Context: an optimization exercise on an open-source flow, tuned for small area and a short achievable clock period. The choices shown serve that exercise and are no tape-out recipe. Only simulation tests tie the RTL to the original design; equivalence was not proved. Power figures rest on the tool's default switching activity, not on a simulated workload.

## flow/flow/run.sh

```bash
#!/bin/bash
# The standard layout (standard.sh), with plain buf_1 cells as the port buffers and a
# small clock tree. The make output goes to standard.log; each ORFS step logs to orfs/logs/.
set -euo pipefail
export BUFFER_PORTS_ARGS="-buffer_cell sky130_fd_sc_hd__buf_1"
export CTS_ARGS="-sink_clustering_enable -repair_clock_nets -dont_use_dummy_load -buf_list sky130_fd_sc_hd__clkbuf_8"
export SETUP_SLACK_MARGIN=5.6
bash standard.sh > standard.log 2>&1
```

## flow/standard.sh

```bash
#!/bin/bash
# synth_recipe.tcl (not shown) runs the flow's synth.tcl, then flattens the netlist and writes it again
# the make line also repeats each setting of config.mk as NAME=value (left out here)
make -C /OpenROAD-flow-scripts/flow DESIGN_CONFIG=/design/flow/config.mk WORK_HOME=/design/flow/orfs CLKGATE_MAP_FILE= SYNTH_SCRIPT=/design/flow/synth_recipe.tcl "${@:-finish}"
```

## flow/config.mk

```make
export PLATFORM = sky130hd
export DESIGN_NAME = bit_population_counter
export DESIGN_NICKNAME = bit_population_counter
export VERILOG_FILES = /design/flow/design.v
export SDC_FILE = /design/flow/constraint.sdc
export NUM_CORES = 4
export LEC_CHECK = 0
export CAP_MARGIN = 20
export CORE_MARGIN = 2
export CORE_UTILIZATION = 65
export CTS_BUF_LIST = sky130_fd_sc_hd__clkbuf_8
export SLEW_MARGIN = 20
export SYNTH_HIERARCHICAL = 1
```

## flow/constraint.sdc

```tcl
create_clock -name core_clock -period 11.0 [get_ports {clk_i}]
set_input_delay 2.2000 -clock core_clock [delete_from_list [all_inputs] [get_ports {clk_i}]]
set_output_delay 2.2000 -clock core_clock [all_outputs]
set_load 0.01 [all_outputs]
```

## flow/design.v

```verilog
module pc_fa (
  input  logic a,
  input  logic b,
  input  logic ci,
  output logic s,
  output logic co
);
  assign s  = a ^ b ^ ci;
  assign co = ( a & b ) | ( a & ci ) | ( b & ci );
endmodule
module pc_ha (
  input  logic a,
  input  logic b,
  output logic s,
  output logic co
);
  assign s  = a ^ b;
  assign co = a & b;
endmodule
module pc_cpa (
  input  logic [8:0] x,
  output logic [8:0] s
);
  assign s = {1'b0, x[7], x[6], x[5], x[4], x[3], x[2], x[1], x[0]}
           + {1'b0, 1'b0, 1'b0, 1'b0, 1'b0, 1'b0, 1'b0, 1'b0, x[8]};
endmodule
module bit_population_counter #(
  parameter WIDTH                 = 256
) (
  input  logic                    clk_i,
  input  logic                    srst_i,
  input  logic [WIDTH-1:0]        data_i,
  input  logic                    data_val_i,
  output logic [$clog2(WIDTH):0]  data_o,
  output logic                    data_val_o
);
logic [19:0] cs_d, cs_q;
logic s1, c2, s3, c4, s5, c6, s7, c8, s9, c10, s11, c12, s13, c14, s15, c16;
logic s17, c18, s19, c20, s21, c22, s23, c24, s25, c26, s27, c28, s29, c30, s31, c32;
logic s33, c34, s35, c36, s37, c38, s39, c40, s41, c42, s43, c44, s45, c46, s47, c48;
logic s49, c50, s51, c52, s53, c54, s55, c56, s57, c58, s59, c60, s61, c62, s63, c64;
logic s65, c66, s67, c68, s69, c70, s71, c72, s73, c74, s75, c76, s77, c78, s79, c80;
logic s81, c82, s83, c84, s85, c86, s87, c88, s89, c90, s91, c92, s93, c94, s95, c96;
logic s97, c98, s99, c100, s101, c102, s103, c104, s105, c106, s107, c108, s109, c110, s111, c112;
logic s113, c114, s115, c116, s117, c118, s119, c120, s121, c122, s123, c124, s125, c126, s127, c128;
logic s129, c130, s131, c132, s133, c134, s135, c136, s137, c138, s139, c140, s141, c142, s143, c144;
logic s145, c146, s147, c148, s149, c150, s151, c152, s153, c154, s155, c156, s157, c158, s159, c160;
logic s161, c162, s163, c164, s165, c166, s167, c168, s169, c170, s171, c172, s173, c174, s175, c176;
logic s177, c178, s179, c180, s181, c182, s183, c184, s185, c186, s187, c188, s189, c190, s191, c192;
logic s193, c194, s195, c196, s197, c198, s199, c200, s201, c202, s203, c204, s205, c206, s207, c208;
logic s209, c210, s211, c212, s213, c214, s215, c216, s217, c218, s219, c220, s221, c222, s223, c224;
logic s225, c226, s227, c228, s229, c230, s231, c232, s233, c234, s235, c236, s237, c238, s239, c240;
logic s241, c242, s243, c244, s245, c246, s247, c248, s249, c250, s251, c252, s253, c254, s255, c256;
logic s257, c258, s259, c260, s261, c262, s263, c264, s265, c266, s267, c268, s269, c270, s271, c272;
logic s273, c274, s275, c276, s277, c278, s279, c280, s281, c282, s283, c284, s285, c286, s287, c288;
logic s289, c290, s291, c292, s293, c294, s295, c296, s297, c298, s299, c300, s301, c302, s303, c304;
logic s305, c306, s307, c308, s309, c310, s311, c312, s313, c314, s315, c316, s317, c318, s319, c320;
logic s321, c322, s323, c324, s325, c326, s327, c328, s329, c330, s331, c332, s333, c334, s335, c336;
logic s337, c338, s339, c340, s341, c342, s343, c344, s345, c346, s347, c348, s349, c350, s351, c352;
logic s353, c354, s355, c356, s357, c358, s359, c360, s361, c362, s363, c364, s365, c366, s367, c368;
logic s369, c370, s371, c372, s373, c374, s375, c376, s377, c378, s379, c380, s381, c382, s383, c384;
logic s385, c386, s387, c388, s389, c390, s391, c392, s393, c394, s395, c396, s397, c398, s399, c400;
logic s401, c402, s403, c404, s405, c406, s407, c408, s409, c410, s411, c412, s413, c414, s415, c416;
logic s417, c418, s419, c420, s421, c422, s423, c424, s425, c426, s427, c428, s429, c430, s431, c432;
logic s433, c434, s435, c436, s437, c438, s439, c440, s441, c442, s443, c444, s445, c446, s447, c448;
logic s449, c450, s451, c452, s453, c454, s455, c456, s457, c458, s459, c460, s461, c462, s463, c464;
logic s465, c466, s467, c468, s469, c470, s471, c472, s473, c474, s475, c476, s477, c478, s479, c480;
logic s481, c482, s483, c484, s485, c486, s487, c488, s489, c490, s491, c492, s493, c494;
  pc_fa u_s1 (.a(data_i[0]), .b(data_i[1]), .ci(data_i[2]), .s(s1), .co(c2));
  pc_fa u_s3 (.a(data_i[3]), .b(data_i[4]), .ci(data_i[5]), .s(s3), .co(c4));
  pc_fa u_s5 (.a(data_i[6]), .b(data_i[7]), .ci(data_i[8]), .s(s5), .co(c6));
  pc_fa u_s7 (.a(data_i[9]), .b(data_i[10]), .ci(data_i[11]), .s(s7), .co(c8));
  pc_fa u_s9 (.a(data_i[12]), .b(data_i[13]), .ci(data_i[14]), .s(s9), .co(c10));
  pc_fa u_s11 (.a(data_i[15]), .b(data_i[16]), .ci(data_i[17]), .s(s11), .co(c12));
  pc_fa u_s13 (.a(data_i[18]), .b(data_i[19]), .ci(data_i[20]), .s(s13), .co(c14));
  pc_fa u_s15 (.a(data_i[21]), .b(data_i[22]), .ci(data_i[23]), .s(s15), .co(c16));
  pc_fa u_s17 (.a(data_i[24]), .b(data_i[25]), .ci(data_i[26]), .s(s17), .co(c18));
  pc_fa u_s19 (.a(data_i[27]), .b(data_i[28]), .ci(data_i[29]), .s(s19), .co(c20));
  pc_fa u_s21 (.a(data_i[30]), .b(data_i[31]), .ci(data_i[32]), .s(s21), .co(c22));
  pc_fa u_s23 (.a(data_i[33]), .b(data_i[34]), .ci(data_i[35]), .s(s23), .co(c24));
  pc_fa u_s25 (.a(data_i[36]), .b(data_i[37]), .ci(data_i[38]), .s(s25), .co(c26));
  pc_fa u_s27 (.a(data_i[39]), .b(data_i[40]), .ci(data_i[41]), .s(s27), .co(c28));
  pc_fa u_s29 (.a(data_i[42]), .b(data_i[43]), .ci(data_i[44]), .s(s29), .co(c30));
  pc_fa u_s31 (.a(data_i[45]), .b(data_i[46]), .ci(data_i[47]), .s(s31), .co(c32));
  pc_fa u_s33 (.a(data_i[48]), .b(data_i[49]), .ci(data_i[50]), .s(s33), .co(c34));
  pc_fa u_s35 (.a(data_i[51]), .b(data_i[52]), .ci(data_i[53]), .s(s35), .co(c36));
  pc_fa u_s37 (.a(data_i[54]), .b(data_i[55]), .ci(data_i[56]), .s(s37), .co(c38));
  pc_fa u_s39 (.a(data_i[57]), .b(data_i[58]), .ci(data_i[59]), .s(s39), .co(c40));
  pc_fa u_s41 (.a(data_i[60]), .b(data_i[61]), .ci(data_i[62]), .s(s41), .co(c42));
  pc_fa u_s43 (.a(data_i[63]), .b(data_i[64]), .ci(data_i[65]), .s(s43), .co(c44));
  pc_fa u_s45 (.a(data_i[66]), .b(data_i[67]), .ci(data_i[68]), .s(s45), .co(c46));
  pc_fa u_s47 (.a(data_i[69]), .b(data_i[70]), .ci(data_i[71]), .s(s47), .co(c48));
  pc_fa u_s49 (.a(data_i[72]), .b(data_i[73]), .ci(data_i[74]), .s(s49), .co(c50));
  pc_fa u_s51 (.a(data_i[75]), .b(data_i[76]), .ci(data_i[77]), .s(s51), .co(c52));
  pc_fa u_s53 (.a(data_i[78]), .b(data_i[79]), .ci(data_i[80]), .s(s53), .co(c54));
  pc_fa u_s55 (.a(data_i[81]), .b(data_i[82]), .ci(data_i[83]), .s(s55), .co(c56));
  pc_fa u_s57 (.a(data_i[84]), .b(data_i[85]), .ci(data_i[86]), .s(s57), .co(c58));
  pc_fa u_s59 (.a(data_i[87]), .b(data_i[88]), .ci(data_i[89]), .s(s59), .co(c60));
  pc_fa u_s61 (.a(data_i[90]), .b(data_i[91]), .ci(data_i[92]), .s(s61), .co(c62));
  pc_fa u_s63 (.a(data_i[93]), .b(data_i[94]), .ci(data_i[95]), .s(s63), .co(c64));
  pc_fa u_s65 (.a(data_i[96]), .b(data_i[97]), .ci(data_i[98]), .s(s65), .co(c66));
  pc_fa u_s67 (.a(data_i[99]), .b(data_i[100]), .ci(data_i[101]), .s(s67), .co(c68));
  pc_fa u_s69 (.a(data_i[102]), .b(data_i[103]), .ci(data_i[104]), .s(s69), .co(c70));
  pc_fa u_s71 (.a(data_i[105]), .b(data_i[106]), .ci(data_i[107]), .s(s71), .co(c72));
  pc_fa u_s73 (.a(data_i[108]), .b(data_i[109]), .ci(data_i[110]), .s(s73), .co(c74));
  pc_fa u_s75 (.a(data_i[111]), .b(data_i[112]), .ci(data_i[113]), .s(s75), .co(c76));
  pc_fa u_s77 (.a(data_i[114]), .b(data_i[115]), .ci(data_i[116]), .s(s77), .co(c78));
  pc_fa u_s79 (.a(data_i[117]), .b(data_i[118]), .ci(data_i[119]), .s(s79), .co(c80));
  pc_fa u_s81 (.a(data_i[120]), .b(data_i[121]), .ci(data_i[122]), .s(s81), .co(c82));
  pc_fa u_s83 (.a(data_i[123]), .b(data_i[124]), .ci(data_i[125]), .s(s83), .co(c84));
  pc_fa u_s85 (.a(data_i[126]), .b(data_i[127]), .ci(data_i[128]), .s(s85), .co(c86));
  pc_fa u_s87 (.a(data_i[129]), .b(data_i[130]), .ci(data_i[131]), .s(s87), .co(c88));
  pc_fa u_s89 (.a(data_i[132]), .b(data_i[133]), .ci(data_i[134]), .s(s89), .co(c90));
  pc_fa u_s91 (.a(data_i[135]), .b(data_i[136]), .ci(data_i[137]), .s(s91), .co(c92));
  pc_fa u_s93 (.a(data_i[138]), .b(data_i[139]), .ci(data_i[140]), .s(s93), .co(c94));
  pc_fa u_s95 (.a(data_i[141]), .b(data_i[142]), .ci(data_i[143]), .s(s95), .co(c96));
  pc_fa u_s97 (.a(data_i[144]), .b(data_i[145]), .ci(data_i[146]), .s(s97), .co(c98));
  pc_fa u_s99 (.a(data_i[147]), .b(data_i[148]), .ci(data_i[149]), .s(s99), .co(c100));
  pc_fa u_s101 (.a(data_i[150]), .b(data_i[151]), .ci(data_i[152]), .s(s101), .co(c102));
  pc_fa u_s103 (.a(data_i[153]), .b(data_i[154]), .ci(data_i[155]), .s(s103), .co(c104));
  pc_fa u_s105 (.a(data_i[156]), .b(data_i[157]), .ci(data_i[158]), .s(s105), .co(c106));
  pc_fa u_s107 (.a(data_i[159]), .b(data_i[160]), .ci(data_i[161]), .s(s107), .co(c108));
  pc_fa u_s109 (.a(data_i[162]), .b(data_i[163]), .ci(data_i[164]), .s(s109), .co(c110));
  pc_fa u_s111 (.a(data_i[165]), .b(data_i[166]), .ci(data_i[167]), .s(s111), .co(c112));
  pc_fa u_s113 (.a(data_i[168]), .b(data_i[169]), .ci(data_i[170]), .s(s113), .co(c114));
  pc_fa u_s115 (.a(data_i[171]), .b(data_i[172]), .ci(data_i[173]), .s(s115), .co(c116));
  pc_fa u_s117 (.a(data_i[174]), .b(data_i[175]), .ci(data_i[176]), .s(s117), .co(c118));
  pc_fa u_s119 (.a(data_i[177]), .b(data_i[178]), .ci(data_i[179]), .s(s119), .co(c120));
  pc_fa u_s121 (.a(data_i[180]), .b(data_i[181]), .ci(data_i[182]), .s(s121), .co(c122));
  pc_fa u_s123 (.a(data_i[183]), .b(data_i[184]), .ci(data_i[185]), .s(s123), .co(c124));
  pc_fa u_s125 (.a(data_i[186]), .b(data_i[187]), .ci(data_i[188]), .s(s125), .co(c126));
  pc_fa u_s127 (.a(data_i[189]), .b(data_i[190]), .ci(data_i[191]), .s(s127), .co(c128));
  pc_fa u_s129 (.a(data_i[192]), .b(data_i[193]), .ci(data_i[194]), .s(s129), .co(c130));
  pc_fa u_s131 (.a(data_i[195]), .b(data_i[196]), .ci(data_i[197]), .s(s131), .co(c132));
  pc_fa u_s133 (.a(data_i[198]), .b(data_i[199]), .ci(data_i[200]), .s(s133), .co(c134));
  pc_fa u_s135 (.a(data_i[201]), .b(data_i[202]), .ci(data_i[203]), .s(s135), .co(c136));
  pc_fa u_s137 (.a(data_i[204]), .b(data_i[205]), .ci(data_i[206]), .s(s137), .co(c138));
  pc_fa u_s139 (.a(data_i[207]), .b(data_i[208]), .ci(data_i[209]), .s(s139), .co(c140));
  pc_fa u_s141 (.a(data_i[210]), .b(data_i[211]), .ci(data_i[212]), .s(s141), .co(c142));
  pc_fa u_s143 (.a(data_i[213]), .b(data_i[214]), .ci(data_i[215]), .s(s143), .co(c144));
  pc_fa u_s145 (.a(data_i[216]), .b(data_i[217]), .ci(data_i[218]), .s(s145), .co(c146));
  pc_fa u_s147 (.a(data_i[219]), .b(data_i[220]), .ci(data_i[221]), .s(s147), .co(c148));
  pc_fa u_s149 (.a(data_i[222]), .b(data_i[223]), .ci(data_i[224]), .s(s149), .co(c150));
  pc_fa u_s151 (.a(data_i[225]), .b(data_i[226]), .ci(data_i[227]), .s(s151), .co(c152));
  pc_fa u_s153 (.a(data_i[228]), .b(data_i[229]), .ci(data_i[230]), .s(s153), .co(c154));
  pc_fa u_s155 (.a(data_i[231]), .b(data_i[232]), .ci(data_i[233]), .s(s155), .co(c156));
  pc_fa u_s157 (.a(data_i[234]), .b(data_i[235]), .ci(data_i[236]), .s(s157), .co(c158));
  pc_fa u_s159 (.a(data_i[237]), .b(data_i[238]), .ci(data_i[239]), .s(s159), .co(c160));
  pc_fa u_s161 (.a(data_i[240]), .b(data_i[241]), .ci(data_i[242]), .s(s161), .co(c162));
  pc_fa u_s163 (.a(data_i[243]), .b(data_i[244]), .ci(data_i[245]), .s(s163), .co(c164));
  pc_fa u_s165 (.a(data_i[246]), .b(data_i[247]), .ci(data_i[248]), .s(s165), .co(c166));
  pc_fa u_s167 (.a(data_i[249]), .b(data_i[250]), .ci(data_i[251]), .s(s167), .co(c168));
  pc_fa u_s169 (.a(data_i[252]), .b(data_i[253]), .ci(data_i[254]), .s(s169), .co(c170));
  pc_fa u_s171 (.a(data_i[255]), .b(s1), .ci(s3), .s(s171), .co(c172));
  pc_fa u_s173 (.a(s5), .b(s7), .ci(s9), .s(s173), .co(c174));
  pc_fa u_s175 (.a(s11), .b(s13), .ci(s15), .s(s175), .co(c176));
  pc_fa u_s177 (.a(s17), .b(s19), .ci(s21), .s(s177), .co(c178));
  pc_fa u_s179 (.a(s23), .b(s25), .ci(s27), .s(s179), .co(c180));
  pc_fa u_s181 (.a(s29), .b(s31), .ci(s33), .s(s181), .co(c182));
  pc_fa u_s183 (.a(s35), .b(s37), .ci(s39), .s(s183), .co(c184));
  pc_fa u_s185 (.a(s41), .b(s43), .ci(s45), .s(s185), .co(c186));
  pc_fa u_s187 (.a(s47), .b(s49), .ci(s51), .s(s187), .co(c188));
  pc_fa u_s189 (.a(s53), .b(s55), .ci(s57), .s(s189), .co(c190));
  pc_fa u_s191 (.a(s59), .b(s61), .ci(s63), .s(s191), .co(c192));
  pc_fa u_s193 (.a(s65), .b(s67), .ci(s69), .s(s193), .co(c194));
  pc_fa u_s195 (.a(s71), .b(s73), .ci(s75), .s(s195), .co(c196));
  pc_fa u_s197 (.a(s77), .b(s79), .ci(s81), .s(s197), .co(c198));
  pc_fa u_s199 (.a(s83), .b(s85), .ci(s87), .s(s199), .co(c200));
  pc_fa u_s201 (.a(s89), .b(s91), .ci(s93), .s(s201), .co(c202));
  pc_fa u_s203 (.a(s95), .b(s97), .ci(s99), .s(s203), .co(c204));
  pc_fa u_s205 (.a(s101), .b(s103), .ci(s105), .s(s205), .co(c206));
  pc_fa u_s207 (.a(s107), .b(s109), .ci(s111), .s(s207), .co(c208));
  pc_fa u_s209 (.a(s113), .b(s115), .ci(s117), .s(s209), .co(c210));
  pc_fa u_s211 (.a(s119), .b(s121), .ci(s123), .s(s211), .co(c212));
  pc_fa u_s213 (.a(s125), .b(s127), .ci(s129), .s(s213), .co(c214));
  pc_fa u_s215 (.a(s131), .b(s133), .ci(s135), .s(s215), .co(c216));
  pc_fa u_s217 (.a(s137), .b(s139), .ci(s141), .s(s217), .co(c218));
  pc_fa u_s219 (.a(s143), .b(s145), .ci(s147), .s(s219), .co(c220));
  pc_fa u_s221 (.a(s149), .b(s151), .ci(s153), .s(s221), .co(c222));
  pc_fa u_s223 (.a(s155), .b(s157), .ci(s159), .s(s223), .co(c224));
  pc_fa u_s225 (.a(s161), .b(s163), .ci(s165), .s(s225), .co(c226));
  pc_fa u_s227 (.a(s167), .b(s169), .ci(s171), .s(s227), .co(c228));
  pc_fa u_s229 (.a(s173), .b(s175), .ci(s177), .s(s229), .co(c230));
  pc_fa u_s231 (.a(s179), .b(s181), .ci(s183), .s(s231), .co(c232));
  pc_fa u_s233 (.a(s185), .b(s187), .ci(s189), .s(s233), .co(c234));
  pc_fa u_s235 (.a(s191), .b(s193), .ci(s195), .s(s235), .co(c236));
  pc_fa u_s237 (.a(s197), .b(s199), .ci(s201), .s(s237), .co(c238));
  pc_fa u_s239 (.a(s203), .b(s205), .ci(s207), .s(s239), .co(c240));
  pc_fa u_s241 (.a(s209), .b(s211), .ci(s213), .s(s241), .co(c242));
  pc_fa u_s243 (.a(s215), .b(s217), .ci(s219), .s(s243), .co(c244));
  pc_fa u_s245 (.a(s221), .b(s223), .ci(s225), .s(s245), .co(c246));
  pc_fa u_s247 (.a(s227), .b(s229), .ci(s231), .s(s247), .co(c248));
  pc_fa u_s249 (.a(s233), .b(s235), .ci(s237), .s(s249), .co(c250));
  pc_fa u_s251 (.a(s239), .b(s241), .ci(s243), .s(s251), .co(c252));
  pc_fa u_s253 (.a(s245), .b(s247), .ci(s249), .s(s253), .co(c254));
  pc_fa u_s255 (.a(c2), .b(c4), .ci(c6), .s(s255), .co(c256));
  pc_fa u_s257 (.a(c8), .b(c10), .ci(c12), .s(s257), .co(c258));
  pc_fa u_s259 (.a(c14), .b(c16), .ci(c18), .s(s259), .co(c260));
  pc_fa u_s261 (.a(c20), .b(c22), .ci(c24), .s(s261), .co(c262));
  pc_fa u_s263 (.a(c26), .b(c28), .ci(c30), .s(s263), .co(c264));
  pc_fa u_s265 (.a(c32), .b(c34), .ci(c36), .s(s265), .co(c266));
  pc_fa u_s267 (.a(c38), .b(c40), .ci(c42), .s(s267), .co(c268));
  pc_fa u_s269 (.a(c44), .b(c46), .ci(c48), .s(s269), .co(c270));
  pc_fa u_s271 (.a(c50), .b(c52), .ci(c54), .s(s271), .co(c272));
  pc_fa u_s273 (.a(c56), .b(c58), .ci(c60), .s(s273), .co(c274));
  pc_fa u_s275 (.a(c62), .b(c64), .ci(c66), .s(s275), .co(c276));
  pc_fa u_s277 (.a(c68), .b(c70), .ci(c72), .s(s277), .co(c278));
  pc_fa u_s279 (.a(c74), .b(c76), .ci(c78), .s(s279), .co(c280));
  pc_fa u_s281 (.a(c80), .b(c82), .ci(c84), .s(s281), .co(c282));
  pc_fa u_s283 (.a(c86), .b(c88), .ci(c90), .s(s283), .co(c284));
  pc_fa u_s285 (.a(c92), .b(c94), .ci(c96), .s(s285), .co(c286));
  pc_fa u_s287 (.a(c98), .b(c100), .ci(c102), .s(s287), .co(c288));
  pc_fa u_s289 (.a(c104), .b(c106), .ci(c108), .s(s289), .co(c290));
  pc_fa u_s291 (.a(c110), .b(c112), .ci(c114), .s(s291), .co(c292));
  pc_fa u_s293 (.a(c116), .b(c118), .ci(c120), .s(s293), .co(c294));
  pc_fa u_s295 (.a(c122), .b(c124), .ci(c126), .s(s295), .co(c296));
  pc_fa u_s297 (.a(c128), .b(c130), .ci(c132), .s(s297), .co(c298));
  pc_fa u_s299 (.a(c134), .b(c136), .ci(c138), .s(s299), .co(c300));
  pc_fa u_s301 (.a(c140), .b(c142), .ci(c144), .s(s301), .co(c302));
  pc_fa u_s303 (.a(c146), .b(c148), .ci(c150), .s(s303), .co(c304));
  pc_fa u_s305 (.a(c152), .b(c154), .ci(c156), .s(s305), .co(c306));
  pc_fa u_s307 (.a(c158), .b(c160), .ci(c162), .s(s307), .co(c308));
  pc_fa u_s309 (.a(c164), .b(c166), .ci(c168), .s(s309), .co(c310));
  pc_fa u_s311 (.a(c170), .b(c172), .ci(c174), .s(s311), .co(c312));
  pc_fa u_s313 (.a(c176), .b(c178), .ci(c180), .s(s313), .co(c314));
  pc_fa u_s315 (.a(c182), .b(c184), .ci(c186), .s(s315), .co(c316));
  pc_fa u_s317 (.a(c188), .b(c190), .ci(c192), .s(s317), .co(c318));
  pc_fa u_s319 (.a(c194), .b(c196), .ci(c198), .s(s319), .co(c320));
  pc_fa u_s321 (.a(c200), .b(c202), .ci(c204), .s(s321), .co(c322));
  pc_fa u_s323 (.a(c206), .b(c208), .ci(c210), .s(s323), .co(c324));
  pc_fa u_s325 (.a(c212), .b(c214), .ci(c216), .s(s325), .co(c326));
  pc_fa u_s327 (.a(c218), .b(c220), .ci(c222), .s(s327), .co(c328));
  pc_fa u_s329 (.a(c224), .b(c226), .ci(s255), .s(s329), .co(c330));
  pc_fa u_s331 (.a(s257), .b(s259), .ci(s261), .s(s331), .co(c332));
  pc_fa u_s333 (.a(s263), .b(s265), .ci(s267), .s(s333), .co(c334));
  pc_fa u_s335 (.a(s269), .b(s271), .ci(s273), .s(s335), .co(c336));
  pc_fa u_s337 (.a(s275), .b(s277), .ci(s279), .s(s337), .co(c338));
  pc_fa u_s339 (.a(s281), .b(s283), .ci(s285), .s(s339), .co(c340));
  pc_fa u_s341 (.a(s287), .b(s289), .ci(s291), .s(s341), .co(c342));
  pc_fa u_s343 (.a(s293), .b(s295), .ci(s297), .s(s343), .co(c344));
  pc_fa u_s345 (.a(s299), .b(s301), .ci(s303), .s(s345), .co(c346));
  pc_fa u_s347 (.a(s305), .b(s307), .ci(s309), .s(s347), .co(c348));
  pc_fa u_s349 (.a(c228), .b(s311), .ci(c230), .s(s349), .co(c350));
  pc_fa u_s351 (.a(c232), .b(c234), .ci(c236), .s(s351), .co(c352));
  pc_fa u_s353 (.a(c238), .b(c240), .ci(c242), .s(s353), .co(c354));
  pc_fa u_s355 (.a(c244), .b(c246), .ci(s313), .s(s355), .co(c356));
  pc_fa u_s357 (.a(s315), .b(s317), .ci(s319), .s(s357), .co(c358));
  pc_fa u_s359 (.a(s321), .b(s323), .ci(s325), .s(s359), .co(c360));
  pc_fa u_s361 (.a(s327), .b(s329), .ci(s331), .s(s361), .co(c362));
  pc_fa u_s363 (.a(s333), .b(s335), .ci(s337), .s(s363), .co(c364));
  pc_fa u_s365 (.a(s339), .b(s341), .ci(s343), .s(s365), .co(c366));
  pc_fa u_s367 (.a(s345), .b(s347), .ci(s349), .s(s367), .co(c368));
  pc_fa u_s369 (.a(c248), .b(s351), .ci(s353), .s(s369), .co(c370));
  pc_fa u_s371 (.a(s355), .b(s357), .ci(s359), .s(s371), .co(c372));
  pc_fa u_s373 (.a(s361), .b(s363), .ci(s365), .s(s373), .co(c374));
  pc_fa u_s375 (.a(c250), .b(c252), .ci(s367), .s(s375), .co(c376));
  pc_fa u_s377 (.a(c254), .b(s369), .ci(s371), .s(s377), .co(c378));
  pc_fa u_s379 (.a(s373), .b(s375), .ci(s377), .s(s379), .co(c380));
  pc_fa u_s381 (.a(c256), .b(c258), .ci(c260), .s(s381), .co(c382));
  pc_fa u_s383 (.a(c262), .b(c264), .ci(c266), .s(s383), .co(c384));
  pc_fa u_s385 (.a(c268), .b(c270), .ci(c272), .s(s385), .co(c386));
  pc_fa u_s387 (.a(c274), .b(c276), .ci(c278), .s(s387), .co(c388));
  pc_fa u_s389 (.a(c280), .b(c282), .ci(c284), .s(s389), .co(c390));
  pc_fa u_s391 (.a(c286), .b(c288), .ci(c290), .s(s391), .co(c392));
  pc_fa u_s393 (.a(c292), .b(c294), .ci(c296), .s(s393), .co(c394));
  pc_fa u_s395 (.a(c298), .b(c300), .ci(c302), .s(s395), .co(c396));
  pc_fa u_s397 (.a(c304), .b(c306), .ci(c308), .s(s397), .co(c398));
  pc_fa u_s399 (.a(c310), .b(c312), .ci(c314), .s(s399), .co(c400));
  pc_fa u_s401 (.a(c316), .b(c318), .ci(c320), .s(s401), .co(c402));
  pc_fa u_s403 (.a(c322), .b(c324), .ci(c326), .s(s403), .co(c404));
  pc_fa u_s405 (.a(c328), .b(c330), .ci(c332), .s(s405), .co(c406));
  pc_fa u_s407 (.a(c334), .b(c336), .ci(c338), .s(s407), .co(c408));
  pc_fa u_s409 (.a(c340), .b(c342), .ci(c344), .s(s409), .co(c410));
  pc_fa u_s411 (.a(c346), .b(c348), .ci(s381), .s(s411), .co(c412));
  pc_fa u_s413 (.a(s383), .b(s385), .ci(s387), .s(s413), .co(c414));
  pc_fa u_s415 (.a(s389), .b(s391), .ci(s393), .s(s415), .co(c416));
  pc_fa u_s417 (.a(s395), .b(s397), .ci(c350), .s(s417), .co(c418));
  pc_fa u_s419 (.a(s399), .b(c352), .ci(c354), .s(s419), .co(c420));
  pc_fa u_s421 (.a(c356), .b(c358), .ci(c360), .s(s421), .co(c422));
  pc_fa u_s423 (.a(c362), .b(c364), .ci(c366), .s(s423), .co(c424));
  pc_fa u_s425 (.a(s401), .b(s403), .ci(s405), .s(s425), .co(c426));
  pc_fa u_s427 (.a(s407), .b(s409), .ci(s411), .s(s427), .co(c428));
  pc_fa u_s429 (.a(s413), .b(s415), .ci(c368), .s(s429), .co(c430));
  pc_fa u_s431 (.a(s417), .b(c370), .ci(s419), .s(s431), .co(c432));
  pc_fa u_s433 (.a(c372), .b(c374), .ci(s421), .s(s433), .co(c434));
  pc_fa u_s435 (.a(s423), .b(s425), .ci(s427), .s(s435), .co(c436));
  pc_fa u_s437 (.a(c376), .b(s429), .ci(s431), .s(s437), .co(c438));
  pc_fa u_s439 (.a(c378), .b(s433), .ci(s435), .s(s439), .co(c440));
  pc_fa u_s441 (.a(c382), .b(c384), .ci(c386), .s(s441), .co(c442));
  pc_fa u_s443 (.a(c388), .b(c390), .ci(c392), .s(s443), .co(c444));
  pc_fa u_s445 (.a(c394), .b(c396), .ci(c398), .s(s445), .co(c446));
  pc_fa u_s447 (.a(c400), .b(c402), .ci(c404), .s(s447), .co(c448));
  pc_fa u_s449 (.a(c406), .b(c408), .ci(c410), .s(s449), .co(c450));
  pc_fa u_s451 (.a(c412), .b(c414), .ci(c416), .s(s451), .co(c452));
  pc_fa u_s453 (.a(s441), .b(s443), .ci(s445), .s(s453), .co(c454));
  pc_fa u_s455 (.a(c418), .b(c420), .ci(s447), .s(s455), .co(c456));
  pc_fa u_s457 (.a(s449), .b(s451), .ci(s453), .s(s457), .co(c458));
  pc_fa u_s459 (.a(c422), .b(c424), .ci(c426), .s(s459), .co(c460));
  pc_fa u_s461 (.a(c428), .b(c430), .ci(c432), .s(s461), .co(c462));
  pc_fa u_s463 (.a(s455), .b(s457), .ci(c434), .s(s463), .co(c464));
  pc_fa u_s465 (.a(c442), .b(c444), .ci(c446), .s(s465), .co(c466));
  pc_fa u_s467 (.a(c448), .b(c450), .ci(c452), .s(s467), .co(c468));
  pc_fa u_s469 (.a(c454), .b(s465), .ci(c456), .s(s469), .co(c470));
  pc_fa u_s471 (.a(s467), .b(c458), .ci(c460), .s(s471), .co(c472));
assign cs_d[0] = s251;  
assign cs_d[1] = s253;  
assign cs_d[2] = s379;  
assign cs_d[3] = s437;  
assign cs_d[4] = c380;  
assign cs_d[5] = s439;  
assign cs_d[6] = c436;  
assign cs_d[7] = s459;  
assign cs_d[8] = c438;  
assign cs_d[9] = s461;  
assign cs_d[10] = c440;  
assign cs_d[11] = s463;  
assign cs_d[12] = c462;  
assign cs_d[13] = s469;  
assign cs_d[14] = c464;  
assign cs_d[15] = s471;  
assign cs_d[16] = c466;  
assign cs_d[17] = c468;  
assign cs_d[18] = c470;  
assign cs_d[19] = c472;  
always_ff @( posedge clk_i )
  cs_q <= cs_d;
always_ff @( posedge clk_i )
  begin
    if( srst_i )
      data_val_o <= 1'b0;
    else
      data_val_o <= data_val_i;
  end
  pc_fa u_s473 (.a(cs_q[3]), .b(cs_q[4]), .ci(cs_q[5]), .s(s473), .co(c474));
  pc_fa u_s475 (.a(cs_q[6]), .b(cs_q[7]), .ci(cs_q[8]), .s(s475), .co(c476));
  pc_fa u_s477 (.a(cs_q[9]), .b(cs_q[10]), .ci(cs_q[11]), .s(s477), .co(c478));
  pc_fa u_s479 (.a(c474), .b(s475), .ci(s477), .s(s479), .co(c480));
  pc_fa u_s481 (.a(cs_q[12]), .b(cs_q[13]), .ci(cs_q[14]), .s(s481), .co(c482));
  pc_fa u_s483 (.a(cs_q[15]), .b(c476), .ci(c478), .s(s483), .co(c484));
  pc_fa u_s485 (.a(s481), .b(c480), .ci(s483), .s(s485), .co(c486));
  pc_fa u_s487 (.a(cs_q[16]), .b(cs_q[17]), .ci(cs_q[18]), .s(s487), .co(c488));
  pc_fa u_s489 (.a(cs_q[19]), .b(c482), .ci(s487), .s(s489), .co(c490));
  pc_fa u_s491 (.a(c484), .b(s489), .ci(c486), .s(s491), .co(c492));
  pc_fa u_s493 (.a(c488), .b(c490), .ci(c492), .s(s493), .co(c494));
  pc_cpa u_cpa (.x({cs_q[1], c494, s493, s491, s485, s479, s473, cs_q[2], cs_q[0]}), .s(data_o));
endmodule
```

==> summary.txt, run 1 <==
Floorplanning
  – Vertical extent of the die: 96.03 µm
  – Starting density of the core: 0.6700
  – Standard cell core area: 8217 µm²
  – DIE AREA: 9222 µm²
  – Number of top-level design ports: 269
  – Die Span X: 96.03 µm
  – Standard-cell rows: 33

Yosys
  – Yosys top cell by area: sky130_fd_sc_hd__fa_1
  – Leading post-synthesis cells by cell area: sky130_fd_sc_hd__fa_1, sky130_fd_sc_hd__dfxtp_1, sky130_fd_sc_hd__xnor2_1, sky130_fd_sc_hd__ha_1, sky130_fd_sc_hd__nand3_1
  – Dominant combinational cell family by area after synthesis: adder cells
  – Syn Area/Cell: 19.25 µm²
  – Syn. warnings: 7
  – Post-synthesis simple-gate area fraction: 0.01136
  – Post-Syn Nets: 794
  – Compound-gate portion of the synthesized area: 0
  – XOR/XNOR share of the synthesized area: 0.009545
  – Sequential cell area fraction in the yosys report: 0.07636
  – Share of synthesized area spent on multiplexers: 0
  – Area fraction of the dominant cell type after synthesis: 0.8982
  – #FFs+latches synth: 21
  – Area of the mapped netlist: 5505 µm²
  – Number of distinct library cells after synthesis: 12
  – Mapped Cells: 286
  – Adder-Cell Fraction of Synth Area: 0.9027

Route
  – Antenna-violating nets left: 0
  – Wirelength per Cell: 22.48 µm
  – Number of design-rule violations left by the first detailed-router iteration: 87
  – Total via count in the routed design: 3562
  – DRC: 0
  – Final wirelength: 14.91 mm
  – Pre-antenna DRT Iters: 4
  – Via density per instance: 5.373

Critical path
  – Family with the most delay on the worst path: adder cells
  – Biggest fanout along the worst timing path: 1
  – WP data required: 11.13 ns
  – Critical path arrival: 5.83 ns
  – Crit path largest cell delay: 0.62 ns
  – CP Capture Type: register
  – Cell with the largest stage delay on the worst path: sky130_fd_sc_hd__fa_1
  – WP buf/inv: 1
  – Setup Crit Path Kind: primary input to register
  – Series of cell instances along the critical path: buf_6, fa_1, fa_2, fa_2, fa_2, fa_2, fa_1, fa_1
  – Most used cell along the critical path: sky130_fd_sc_hd__fa_2
  – Crit start category: primary input

CTS
  – Clk sink count: 21
  – CTS tree: done
  – H-tree Lvls: 1
  – CTS clock-pin slew for the worst setup and hold paths: 0.07 ns
  – Clock buffer count from CTS: 3
  – CTS Root Cell: sky130_fd_sc_hd__clkbuf_8
  – Largest buffer count on any clock path: 2
  – Post-CTS Hold Buffers: 0

Layout
  – Count of placed standard cells in the final layout, fillers left out: 663
  – Number of filler instances in the final layout: 360
  – Most common cell after layout, fill and taps aside: sky130_fd_sc_hd__buf_1
  – Nets@finish: 1068
  – Layout cells sized above 1: 0.3495
  – Diodes inserted: 0
  – Area added between synthesis and finish: 30.61%
  – Final core utilization: 0.8751
  – Commonest cells after routing, fill and taps aside: sky130_fd_sc_hd__buf_1, sky130_fd_sc_hd__fa_2, sky130_fd_sc_hd__fa_1

Timing
  – Number of slew-limit violations in the final report: 0
  – Maximum operating frequency: 0.1754 GHz
  – Final critical delay including setup and external delays: 5.702 ns
  – Worst-Margin Slew: 0.2079 ns
  – Setup-failing EPs final: 0
  – Setup repair after global routing missed its margin: true
  – Worst slew margin relative to its limit: 0.8612
  – Post-route fraction of the period consumed by the critical path: 0.5184
  – Total negative slack: 0 ns
  – Final count of hold timing violations: 0
  – Hold Worst Slack: 2.166 ns
  – Final worst setup slack: 5.298 ns

Global routing
  – Via count of the first global-routing pass: 4683
  – Largest net degree at the start of global routing: 14
  – GRT Total Usage: 0.3414
  – Number of antenna violations at the first check in global routing: 0
  – Remaining global-route overflow: 0
  – Wire length of the first global-routing pass: 21.97 mm

Placement
  – Number of buffers inserted by port buffering: 268
  – Detailed Place HPWL: 13.25 mm
  – Cell total after placement: 659
  – Gp weighted congestion: 0.8391
  – Worst Setup Slack post-DPL: 5.008 ns

Power
  – IR Drop Worst-Case VDD: 0.0003308 V
  – P_leak: 0.002308 µW
  – Total power density per cell area: 405.5 nW/µm²

Status
  – Outcome: finished clean

Run
  – Count of max-cap constraint violations: 0

Hold path
  – Worst min-delay path class: primary input to register
stage by stage:
step | total power [µW] | cell area [µm²]
floorplan | 1853 | 5563
global placement | 2606 | 6700
detailed placement | 2628 | 6700
CTS | 2845 | 7020
global route | 3252 | 7191
finish | 2916 | 7191
Yosys stat by module (local to each module, per instance):
module                  area (µm²)  copies in the design
bit_population_counter       434.2                     1
pc_cpa                       126.4                     1
pc_fa                        20.02                   247
cell families after synthesis:
logic type               after synthesis
adder cells (fa/ha/maj)              249
XOR/XNOR                               6
AND/OR/NAND/NOR                       10
flip-flops                            21
where the power goes:
group	switching, µW	internal, µW	total [µW]
registers	23.8	185	209
clock network	23.6	24.4	47.9
logic	1330	1320	2660
final timing paths:
path        start          to  depth (start not counted)
max   data_i[123]     cs_q[2]                          8
min        srst_i  data_val_o                          2
registers in the layout, summed over array words and instances, names as in the netlist:
| register | count |
|---|---|
| data_val_o | 1 |
| cs_q | 20 |
layer usage:
| layer | routed length, µm | GRT usage | up-vias |
|---|---|---|---|
| met4 | 758 | 0.1357 | 0 |
| met5 | 0 | 0 | - |
| met3 | 1039 | 0.05795 | 62 |
| met1 | 4422 | 0.3833 | 1853 |
| met2 | 8684 | 0.6429 | 235 |
| li1 | - | - | 1412 |
layout make-up:
cell class                      count  area [µm²]  share of cell area
Multi-Input combinational cell    265        5518              0.7674
Timing Repair Buffer              269        1079              0.1500
Sequential cell                    21       421.7             0.05864
Tap cell                          105       131.4             0.01827
Clock buffer                        3       41.29            0.005742
repair_timing:
action / 4_1_cts / 5_1_grt
pin swaps: 54 / 61
buffers inserted: 1 / 0
gates resized for setup: 109 / 66
endpoints found under the setup margin: 17 / 14
Yosys cell counts (all sizes together):
| master | instances |
|---|---|
| nor2b | 1 |
| dfxtp | 21 |
| and4 | 1 |
| nor2 | 1 |
| and3 | 1 |
| ha | 2 |
| xnor2 | 5 |
| xor2 | 1 |
| nand4 | 1 |
| fa | 247 |
| nand2 | 2 |
| nand3 | 3 |
==> inputs of run 2 (changes only) <==
--- a/flow/flow/run.sh
+++ b/flow/flow/run.sh
@@ -5,4 +5,5 @@
 export BUFFER_PORTS_ARGS="-buffer_cell sky130_fd_sc_hd__buf_1"
 export CTS_ARGS="-sink_clustering_enable -repair_clock_nets -dont_use_dummy_load -buf_list sky130_fd_sc_hd__clkbuf_8"
 export SETUP_SLACK_MARGIN=5.6
+export SETUP_MOVE_SEQUENCE=swap
 bash standard.sh > standard.log 2>&1
==> summary.txt, run 2 <==
Placement
  – Number of buffers inserted by port buffering: 268 (unchanged)
  – Gp weighted congestion: 0.8391 (unchanged)
  – Detailed Place HPWL: 13.25 mm (unchanged)

Global routing
  – GRT Total Usage: 0.3200 (-0.02143)
  – Via count of the first global-routing pass: 4510 (-3.7%)
  – Wire length of the first global-routing pass: 20.86 mm (-5.1%)
  – Largest net degree at the start of global routing: 14 (unchanged)
  – Number of antenna violations at the first check in global routing: 0 (unchanged)
  – Remaining global-route overflow: 0 (unchanged)

CTS
  – H-tree Lvls: 1 (unchanged)
  – Post-CTS Hold Buffers: 0 (unchanged)
  – CTS tree: done
  – CTS clock-pin slew for the worst setup and hold paths: 0.06 ns (about the same)
  – Clk sink count: 21 (unchanged)
  – Post-cts sizing count: 0 (-100%)
  – CTS Root Cell: sky130_fd_sc_hd__clkbuf_8
  – Clock buffer count from CTS: 3 (unchanged)
  – Largest buffer count on any clock path: 2 (unchanged)

Yosys
  – Fraction of registers with async set or reset after synthesis: 0 (unchanged)
  – Cell with the most instances after synthesis: sky130_fd_sc_hd__fa_1
  – Mapped Cells: 286 (unchanged)
  – Area fraction of the dominant cell type after synthesis: 0.8982 (unchanged)
  – Yosys top cell by area: sky130_fd_sc_hd__fa_1
  – Post-Syn Nets: 794 (unchanged)
  – Syn. warnings: 7 (unchanged)
  – Number of synthesized flops with an enable pin: 0 (unchanged)
  – #FFs+latches synth: 21 (unchanged)
  – Syn Area/Cell: 19.25 µm² (unchanged)
  – Primary FF master, synth: sky130_fd_sc_hd__dfxtp_1
  – Number of distinct library cells after synthesis: 12 (unchanged)
  – Sequential cell area fraction in the yosys report: 0.07636 (unchanged)
  – Commonest cells in the synthesized netlist: sky130_fd_sc_hd__fa_1, sky130_fd_sc_hd__dfxtp_1, sky130_fd_sc_hd__xnor2_1
  – Leading post-synthesis cells by cell area: sky130_fd_sc_hd__fa_1, sky130_fd_sc_hd__dfxtp_1, sky130_fd_sc_hd__xnor2_1, sky130_fd_sc_hd__ha_1, sky130_fd_sc_hd__nand3_1
  – Area of the mapped netlist: 5505 µm² (unchanged)

Critical path
  – Most used cell along the critical path: sky130_fd_sc_hd__fa_1
  – Crit start category: primary input
  – Critical path arrival: 5.78 ns (-0.05 ns)
  – Biggest fanout along the worst timing path: 1 (unchanged)
  – CP Capture Type: register
  – Crit path largest cell delay: 0.57 ns (-0.05 ns)
  – Cell with the largest stage delay on the worst path: sky130_fd_sc_hd__fa_1
  – Setup Crit Path Kind: primary input to register
  – WP data required: 11.13 ns (about the same)
  – Worst setup startpoint: data_i[60]
  – Worst Setup EP: cs_q[2]
  – Series of cell instances along the critical path: buf_1, fa_1, fa_1, fa_1, fa_1, fa_1, fa_1, fa_1

Floorplanning
  – Starting density of the core: 0.6700 (unchanged)
  – Die Span X: 96.03 µm (unchanged)
  – Vertical extent of the die: 96.03 µm (unchanged)
  – Standard-cell rows: 33 (unchanged)
  – Standard cell core area: 8217 µm² (unchanged)
  – Number of top-level design ports: 269 (unchanged)
  – DIE AREA: 9222 µm² (unchanged)

Power
  – Portion of total power attributed to combinational logic: 0.904 (-0.008)
  – Power dissipated by switching net loads: 1292 µW (-6.6%)
  – Total power density per cell area: 390.2 nW/µm² (-3.8%)
  – Internal: 1339 µW (-13%)
  – Sequential fraction of design power: 0.079 (+0.007)
  – Share of total power consumed by net switching: 0.4909 (+0.01686)
  – Share of power burned in the clock network: 0.018 (+0.002)
  – P_leak: 0.002354 µW (+2.0%)
  – IR Drop Worst-Case VDD: 0.0003378 V (+2.1%)

Timing
  – Final critical delay including setup and external delays: 5.653 ns (-0.04967 ns)
  – Setup-failing EPs final: 0 (unchanged)
  – Setup repair after global routing missed its margin: true
  – Worst slew margin relative to its limit: 0.8721 (+0.01087)
  – Worst-Margin Slew: 0.1916 ns (-0.01629 ns)
  – Final count of hold timing violations: 0 (unchanged)
  – Post-route fraction of the period consumed by the critical path: 0.5139 (-0.004515)
  – Total negative slack: 0 ns (unchanged)
  – Maximum operating frequency: 0.1769 GHz (+0.88%)
  – Number of slew-limit violations in the final report: 0 (unchanged)

Route
  – Pre-antenna DRT Iters: 4 (unchanged)
  – DRC: 0 (unchanged)
  – Total via count in the routed design: 3458 (-2.9%)
  – Wirelength per Cell: 19.92 µm (-11%)
  – Antenna-violating nets left: 0 (unchanged)
  – Number of design-rule violations left by the first detailed-router iteration: 88 (+1.1%)
  – Final wirelength: 13.19 mm (-12%)
  – Via density per instance: 5.224 (-2.8%)

Layout
  – Most common cell after layout, fill and taps aside: sky130_fd_sc_hd__buf_1
  – Commonest cells after routing, fill and taps aside: sky130_fd_sc_hd__buf_1, sky130_fd_sc_hd__fa_1, sky130_fd_sc_hd__fa_2
  – Largest register FFs: 20 (unchanged)
  – Final core utilization: 0.8205 (-0.05467)
  – Top Registers: cs_q (20), data_val_o (1)
  – Biggest register: cs_q
  – Number of filler instances in the final layout: 460 (+28%)
  – Diodes inserted: 0 (unchanged)
  – Area added between synthesis and finish: 22.45%
  – Nets@finish: 1067 (-0.094%)
  – Layout cells sized above 1: 0.05027 (-0.2992)

Run
  – Count of max-cap constraint violations: 0 (unchanged)

Hold path
  – Worst min-delay path class: primary input to register

Status
  – Outcome: finished clean
run 2: cell count changes in the layout (fill, tap and decap cells not counted), moves of 3 or more:
cell | before | now
sky130_fd_sc_hd__fa_1 | 77 | 224
sky130_fd_sc_hd__clkbuf_2 | 7 | 0
sky130_fd_sc_hd__fa_2 | 170 | 23
sky130_fd_sc_hd__buf_1 | 251 | 268
sky130_fd_sc_hd__buf_2 | 3 | 0
sky130_fd_sc_hd__buf_6 | 7 | 0
run 2: repair_timing:
item / CTS / global route
endpoints found under the setup margin: 17 / 17
setup buffers: 0 / 0
pin swaps: 42 / 29
run 2: through the flow:
stage          setup slack (ns)  total power (µW)  cell area, µm²  hold slack, ns  instances
2_1_floorplan             5.322              1853            5563           2.264        286
3_3_place_gp              5.061              2606            6700           2.419        659
3_5_place_dp              5.008              2628            6700           2.425        659
4_1_cts                   5.333              2674            6741           2.166        662
5_1_grt                   5.272              2980            6741           2.162        662
6_report                  5.347              2631            6741           2.169        662
run 2: cell type report:
type / instances / area [µm²] / share of cell area
Timing Repair Buffer: 268 / 1006 / 0.1492
Sequential cell: 21 / 420.4 / 0.06236
Clock buffer: 3 / 41.29 / 0.006125
Multi-Input combinational cell: 265 / 5142 / 0.7628
Tap cell: 105 / 131.4 / 0.01949
run 2: cells by family after synthesis:
group                    Yosys count  share of synthesized area
flip-flops                        21                    0.07636
AND/OR/NAND/NOR                   10                    0.01136
XOR/XNOR                           6                   0.009545
adder cells (fa/ha/maj)          249                     0.9027
run 2: critical path: cells and delay by family:
family     cells  cell delay, ns
fa+ha+maj      7            3.49
buf+inv        1            0.09
run 2: power by group through the flow:
stage | Clock [µW] | Combinational, µW | Sequential [µW]
after floorplan | 0 | 1650 | 203
after global placement | 0 | 2400 | 207
after detailed placement | 0 | 2420 | 209
after CTS | 47.7 | 2420 | 207
after global routing | 53.3 | 2720 | 212
final | 46.9 | 2380 | 207
run 2: worst min path at each step:
stage / startpoint / endpoint / slack (ns) / cells past startpoint
floorplan: srst_i / data_val_o / 2.26 / 1
global placement: srst_i / data_val_o / 2.42 / 2
detailed placement: srst_i / data_val_o / 2.42 / 2
CTS: srst_i / data_val_o / 2.17 / 2
global route: srst_i / data_val_o / 2.16 / 2
finish: srst_i / data_val_o / 2.17 / 2
run 2: Yosys stat by module (local to each module, per instance):
module / cells inside / flops+latches / cell area [µm²] / copies in the design
bit_population_counter: 22 / 21 / 434.2 / 1
pc_cpa: 17 / 0 / 126.4 / 1
pc_fa: 1 / 0 / 20.02 / 247
run 2: layer usage:
| layer | track usage | share of wire |
|---|---|---|
| met1 | 0.3730 | 0.31 |
| met2 | 0.6157 | 0.59 |
| met3 | 0.04699 | 0.070 |
| met4 | 0.08333 | 0.029 |
| met5 | 0 | 0 |
==> inputs of run 3 (changes only) <==
--- a/flow/flow/run.sh
+++ b/flow/flow/run.sh
@@ -4,6 +4,4 @@
 set -euo pipefail
 export BUFFER_PORTS_ARGS="-buffer_cell sky130_fd_sc_hd__buf_1"
 export CTS_ARGS="-sink_clustering_enable -repair_clock_nets -dont_use_dummy_load -buf_list sky130_fd_sc_hd__clkbuf_8"
-export SETUP_SLACK_MARGIN=5.6
-export SETUP_MOVE_SEQUENCE=swap
 bash standard.sh > standard.log 2>&1
--- a/flow/config.mk
+++ b/flow/config.mk
@@ -7,7 +7,7 @@
 export LEC_CHECK = 0
 export CAP_MARGIN = 20
 export CORE_MARGIN = 2
-export CORE_UTILIZATION = 65
+export CORE_UTILIZATION = 40
 export CTS_BUF_LIST = sky130_fd_sc_hd__clkbuf_8
 export SLEW_MARGIN = 20
 export SYNTH_HIERARCHICAL = 1
==> summary.txt, run 3 <==
Status
  – Outcome: finished clean

Critical path
  – Most used cell along the critical path: sky130_fd_sc_hd__fa_1
  – Crit path largest cell delay: 0.58 ns (about the same)
  – WP data required: 11.14 ns (about the same)
  – Crit start category: primary input
  – Critical path arrival: 5.85 ns (+0.07 ns)
  – Biggest fanout along the worst timing path: 1 (unchanged)
  – CP Capture Type: register
  – Cell with the largest stage delay on the worst path: sky130_fd_sc_hd__fa_1
  – WP buf/inv: 1 (unchanged)
  – Setup Crit Path Kind: primary input to register
  – Series of cell instances along the critical path: buf_1, fa_1, fa_1, fa_1, fa_1, fa_1, fa_1, fa_1
  – Family with the most delay on the worst path: adder cells

Yosys
  – Area fraction of the dominant cell type after synthesis: 0.8982 (unchanged)
  – Number of distinct library cells after synthesis: 12 (unchanged)
  – Commonest cells in the synthesized netlist: sky130_fd_sc_hd__fa_1, sky130_fd_sc_hd__dfxtp_1, sky130_fd_sc_hd__xnor2_1
  – Yosys top cell by area: sky130_fd_sc_hd__fa_1
  – Area of the mapped netlist: 5505 µm² (unchanged)
  – Syn Area/Cell: 19.25 µm² (unchanged)
  – Syn. warnings: 7 (unchanged)
  – Leading post-synthesis cells by cell area: sky130_fd_sc_hd__fa_1, sky130_fd_sc_hd__dfxtp_1, sky130_fd_sc_hd__xnor2_1, sky130_fd_sc_hd__ha_1, sky130_fd_sc_hd__nand3_1
  – Sequential cell area fraction in the yosys report: 0.07636 (unchanged)
  – Fraction of registers with async set or reset after synthesis: 0 (unchanged)
  – Post-Syn Nets: 794 (unchanged)
  – Primary FF master, synth: sky130_fd_sc_hd__dfxtp_1
  – Number of synthesized flops with an enable pin: 0 (unchanged)
  – #FFs+latches synth: 21 (unchanged)
  – Mapped Cells: 286 (unchanged)
  – Cell with the most instances after synthesis: sky130_fd_sc_hd__fa_1

CTS
  – Post-CTS setup-driven buffer insertion count: 0 (unchanged)
  – CTS clock-pin slew for the worst setup and hold paths: 0.07 ns (about the same)
  – Post-CTS Hold Buffers: 0 (unchanged)
  – CTS tree: done
  – Clock buffer count from CTS: 3 (unchanged)
  – CTS Root Cell: sky130_fd_sc_hd__clkbuf_8
  – Largest buffer count on any clock path: 2 (unchanged)
  – Clk sink count: 21 (unchanged)
  – Post-cts sizing count: 0 (unchanged)
  – H-tree Lvls: 1 (unchanged)

Power
  – Share of power burned in the clock network: 0.018 (about the same)
  – Sequential fraction of design power: 0.078 (about the same)
  – Total power density per cell area: 391.1 nW/µm² (+0.21%)
  – Internal: 1349 µW (+0.71%)
  – IR Drop Worst-Case VDD: 0.0003520 V (+4.2%)
  – Power dissipated by switching net loads: 1300 µW (+0.63%)
  – Portion of total power attributed to combinational logic: 0.904 (about the same)
  – P_leak: 0.002373 µW (+0.81%)
  – Share of total power consumed by net switching: 0.4907 (about the same)

Layout
  – Layout cells sized above 1: 0.008977 (-0.04129)
  – Total area of sequential cells: 420.4 µm² (unchanged)
  – Top Registers: cs_q (20), data_val_o (1)
  – Most common cell after layout, fill and taps aside: sky130_fd_sc_hd__buf_1
  – Final core utilization: 0.5074 (-0.3131)
  – Area added between synthesis and finish: 23.02%
  – Nets@finish: 1067 (unchanged)
  – Largest register FFs: 20 (unchanged)
  – Biggest register: cs_q
  – Commonest cells after routing, fill and taps aside: sky130_fd_sc_hd__buf_1, sky130_fd_sc_hd__fa_1, sky130_fd_sc_hd__dfxtp_1
  – Area occupied by multi-input gates: 5085 µm² (-1.1%)
  – Number of filler instances in the final layout: 1174 (+160%)
  – Diodes inserted: 0 (unchanged)

Floorplanning
  – Standard cell core area: 13350 µm² (+62%)
  – Number of top-level design ports: 269 (unchanged)
  – Standard-cell rows: 42 (+27%)
  – Vertical extent of the die: 121.3 µm (+26%)
  – Die Span X: 121.3 µm (+26%)
  – DIE AREA: 14720 µm² (+60%)
  – Starting density of the core: 0.4124 (-0.2576)

Run
  – Count of max-cap constraint violations: 0 (unchanged)

Timing
  – Setup-failing EPs final: 0 (unchanged)
  – Total negative slack: 0 ns (unchanged)
  – Post-route fraction of the period consumed by the critical path: 0.5197 (+0.005799)
  – Number of slew-limit violations in the final report: 0 (unchanged)
  – Setup repair after global routing missed its margin: false
  – Final count of hold timing violations: 0 (unchanged)
  – Worst slew margin relative to its limit: 0.8769 (+0.004762)
  – Final critical delay including setup and external delays: 5.717 ns (+0.06379 ns)
  – Final worst setup slack: 5.283 ns (-0.06379 ns)
  – Worst-Margin Slew: 0.1845 ns (-0.007135 ns)
  – Maximum operating frequency: 0.1749 GHz (-1.1%)

Placement
  – Number of buffers inserted by port buffering: 268 (unchanged)
  – Detailed Place HPWL: 13.21 mm (-0.28%)
  – Gp weighted congestion: 0.8441 (+0.60%)
  – Worst Setup Slack post-DPL: 4.989 ns (-0.01905 ns)

Global routing
  – Number of antenna violations at the first check in global routing: 0 (unchanged)
  – Via count of the first global-routing pass: 4291 (-4.9%)
  – Wire length of the first global-routing pass: 20.74 mm (-0.56%)
  – Remaining global-route overflow: 0 (unchanged)
  – Largest net degree at the start of global routing: 12 (-2)
  – GRT Total Usage: 0.1897 (-0.1302)

Hold path
  – Worst min-delay path class: primary input to register

Route
  – Final wirelength: 12.99 mm (-1.5%)
  – Antenna-violating nets left: 0 (unchanged)
  – DRC: 0 (unchanged)
  – Total via count in the routed design: 3319 (-4.0%)
  – Pre-antenna DRT Iters: 4 (unchanged)
  – Number of design-rule violations left by the first detailed-router iteration: 62 (-30%)
  – Wirelength per Cell: 17.72 µm (-11%)
  – Via density per instance: 4.528 (-13%)
## run 3: cell counts after synthesis
Identical to the previous run, type by type.
## run 3: final cells by class
| type | count | share of cell area |
|---|---|---|
| clock buffers | 3 | 0.006096 |
| multi-input cells | 265 | 0.7508 |
| flip-flops and latches | 21 | 0.06207 |
| well taps | 176 | 0.03251 |
| repair buffers | 268 | 0.1485 |
## run 3: kinds of logic after synthesis
| family | Yosys count | synth area share |
|---|---|---|
| adders and majority gates | 249 | 0.9027 |
| and+or+nand+nor | 10 | 0.01136 |
| xor gates and xnor gates | 6 | 0.009545 |
| DFF | 21 | 0.07636 |
## run 3: final timing paths
check       start          to  slack (ns)  cells after the start
max    data_i[60]     cs_q[2]        5.28                      8
min        srst_i  data_val_o        2.15                      2
## run 3: per-module statistics from Yosys, one instance, submodules excluded
| module | area [µm²] | times used |
|---|---|---|
| pc_cpa | 126.4 | 1 |
| pc_fa | 20.02 | 247 |
| bit_population_counter | 434.2 | 1 |
## run 3: per-layer routing
metal | up-vias | track usage | routed length [µm]
met5 | - | 0 | 0
met4 | 0 | 0.02802 | 134
met3 | 11 | 0.01880 | 743
met2 | 143 | 0.3711 | 7387
met1 | 1754 | 0.2301 | 4725
li1 | 1411 | - | -
## run 3: power by group through the flow
stage | Clock, µW | Combinational [µW] | Sequential [µW]
after detailed placement | 0 | 2440 | 208
after global routing | 53.1 | 2810 | 211
after global placement | 0 | 2320 | 207
final | 48.5 | 2390 | 206
after floorplan | 0 | 1620 | 203
after CTS | 50.1 | 2440 | 207
## run 3: metrics by stage
step | area, µm² | std cells | total power (µW) | hold WS, ns
3_3_place_gp | 6731 | 730 | 2523 | 2.415
6_report | 6773 | 733 | 2649 | 2.148
5_1_grt | 6773 | 733 | 3073 | 2.141
2_1_floorplan | 5505 | 286 | 1824 | 2.264
4_1_cts | 6773 | 733 | 2697 | 2.140
3_5_place_dp | 6731 | 730 | 2652 | 2.424
==> inputs of run 4 (changes only) <==
--- a/flow/config.mk
+++ b/flow/config.mk
@@ -7,7 +7,7 @@
 export LEC_CHECK = 0
 export CAP_MARGIN = 20
 export CORE_MARGIN = 2
-export CORE_UTILIZATION = 40
+export CORE_UTILIZATION = 75
 export CTS_BUF_LIST = sky130_fd_sc_hd__clkbuf_8
 export SLEW_MARGIN = 20
 export SYNTH_HIERARCHICAL = 1
==> summary.txt, run 4 <==
CTS
  – CTS Root Cell: sky130_fd_sc_hd__clkbuf_8
  – Clk sink count: 21 (unchanged)
  – Post-cts sizing count: 0 (unchanged)
  – Clock buffer count from CTS: 3 (unchanged)
  – H-tree Lvls: 1 (unchanged)
  – Post-CTS setup-driven buffer insertion count: 0 (unchanged)
  – Largest buffer count on any clock path: 2 (unchanged)
  – Post-CTS Hold Buffers: 0 (unchanged)

Yosys
  – Cell with the most instances after synthesis: sky130_fd_sc_hd__fa_1
  – Area fraction of the dominant cell type after synthesis: 0.8982 (unchanged)
  – Yosys top cell by area: sky130_fd_sc_hd__fa_1
  – Leading post-synthesis cells by cell area: sky130_fd_sc_hd__fa_1, sky130_fd_sc_hd__dfxtp_1, sky130_fd_sc_hd__xnor2_1, sky130_fd_sc_hd__ha_1, sky130_fd_sc_hd__nand3_1
  – Number of distinct library cells after synthesis: 12 (unchanged)
  – Number of synthesized flops with an enable pin: 0 (unchanged)
  – Mapped Cells: 286 (unchanged)
  – Primary FF master, synth: sky130_fd_sc_hd__dfxtp_1
  – Syn Area/Cell: 19.25 µm² (unchanged)
  – Fraction of registers with async set or reset after synthesis: 0 (unchanged)
  – Syn. warnings: 7 (unchanged)
  – Post-Syn Nets: 794 (unchanged)
  – Area of the mapped netlist: 5505 µm² (unchanged)
  – #FFs+latches synth: 21 (unchanged)
  – Commonest cells in the synthesized netlist: sky130_fd_sc_hd__fa_1, sky130_fd_sc_hd__dfxtp_1, sky130_fd_sc_hd__xnor2_1
  – Sequential cell area fraction in the yosys report: 0.07636 (unchanged)

Placement
  – Cell total after placement: 653 (-11%)
  – Detailed Place HPWL: 17.68 mm (+34%)
  – Gp weighted congestion: 0.8800 (+4.3%)
  – Number of buffers inserted by port buffering: 268 (unchanged)

Floorplanning
  – Vertical extent of the die: 89.68 µm (-26%)
  – Standard-cell rows: 31 (-26%)
  – Number of top-level design ports: 269 (unchanged)
  – Die Span X: 89.68 µm (-26%)
  – Starting density of the core: 0.7672 (+0.3548)

Status
  – Stopping stage: clock tree synthesis
  – Outcome: stopped before the end
  – Error: [ERROR DPL-0033] detailed placement checks failed during check placement.
run 4: how the worst max path moves through the flow:
stage,end,slack [ns]
after global placement,cs_q[5],5.08
after detailed placement,cs_q[2],4.91
after floorplan,cs_q[5],5.28
run 4: power by group through the flow:
stage	combinational (µW)	clock, µW	sequential [µW]
detailed placement	2570	0	215
global placement	2200	0	206
floorplan	1620	0	203
run 4: stage by stage:
stage          setup WS, ns  hold slack [ns]  cell area (µm²)  total power, µW  utilization
2_1_floorplan         5.277            2.264             5505             1824            -
3_3_place_gp          5.084            2.417             6635             2406       0.9247
3_5_place_dp          4.910            2.429             6635             2789       0.9247
run 4: cells by family after synthesis:
group	Yosys count	share of synthesized area
fa+ha+maj	249	0.9027
flops	21	0.07636
simple gates	10	0.01136
xor+xnor	6	0.009545
run 4: modules after synthesis, one instance, submodules excluded:
module,copies in the design,cells inside,flip-flops and latches
pc_fa,247,1,0
pc_cpa,1,17,0
bit_population_counter,1,22,21

-- afterwards: timing with drivers on the ports --
The flow's constraints put no driver on any port. The routed layouts listed below were extracted and timed again, unchanged, in two steps. Step 1 sets driving cells, clkbuf_16 on the clock port and buf_2 on the other inputs (assumed; they add their load-dependent delay and slew). Step 2 times the ports against the registers' clock, not the clock port: input delays grow and output delays shrink by t, the midpoint of the rising clock arrivals with the driver on. Three values: ideal, step 1, step 2; two values: the first two.
| run | t (ns) | setup WS [ns] | hold WS [ns] | worst slew at a driven data input, ns |
|---|---|---|---|---|
| run 1 | 0.276 | 5.298 / 5.287 / 5.011 | 2.166 / 2.175 / 2.452 | 0.06 |
| run 2 | 0.274 | 5.347 / 5.343 / 5.069 | 2.169 / 2.169 / 2.444 | 0.06 |
| run 3 | 0.285 | 5.283 / 5.288 / 5.003 | 2.148 / 2.148 / 2.433 | 0.04 |
After both steps setup and hold are still met in every run listed. For run 1, which loses most, drivers alone change the setup slack by -0.011 ns; drivers and shift together by -0.287 ns.
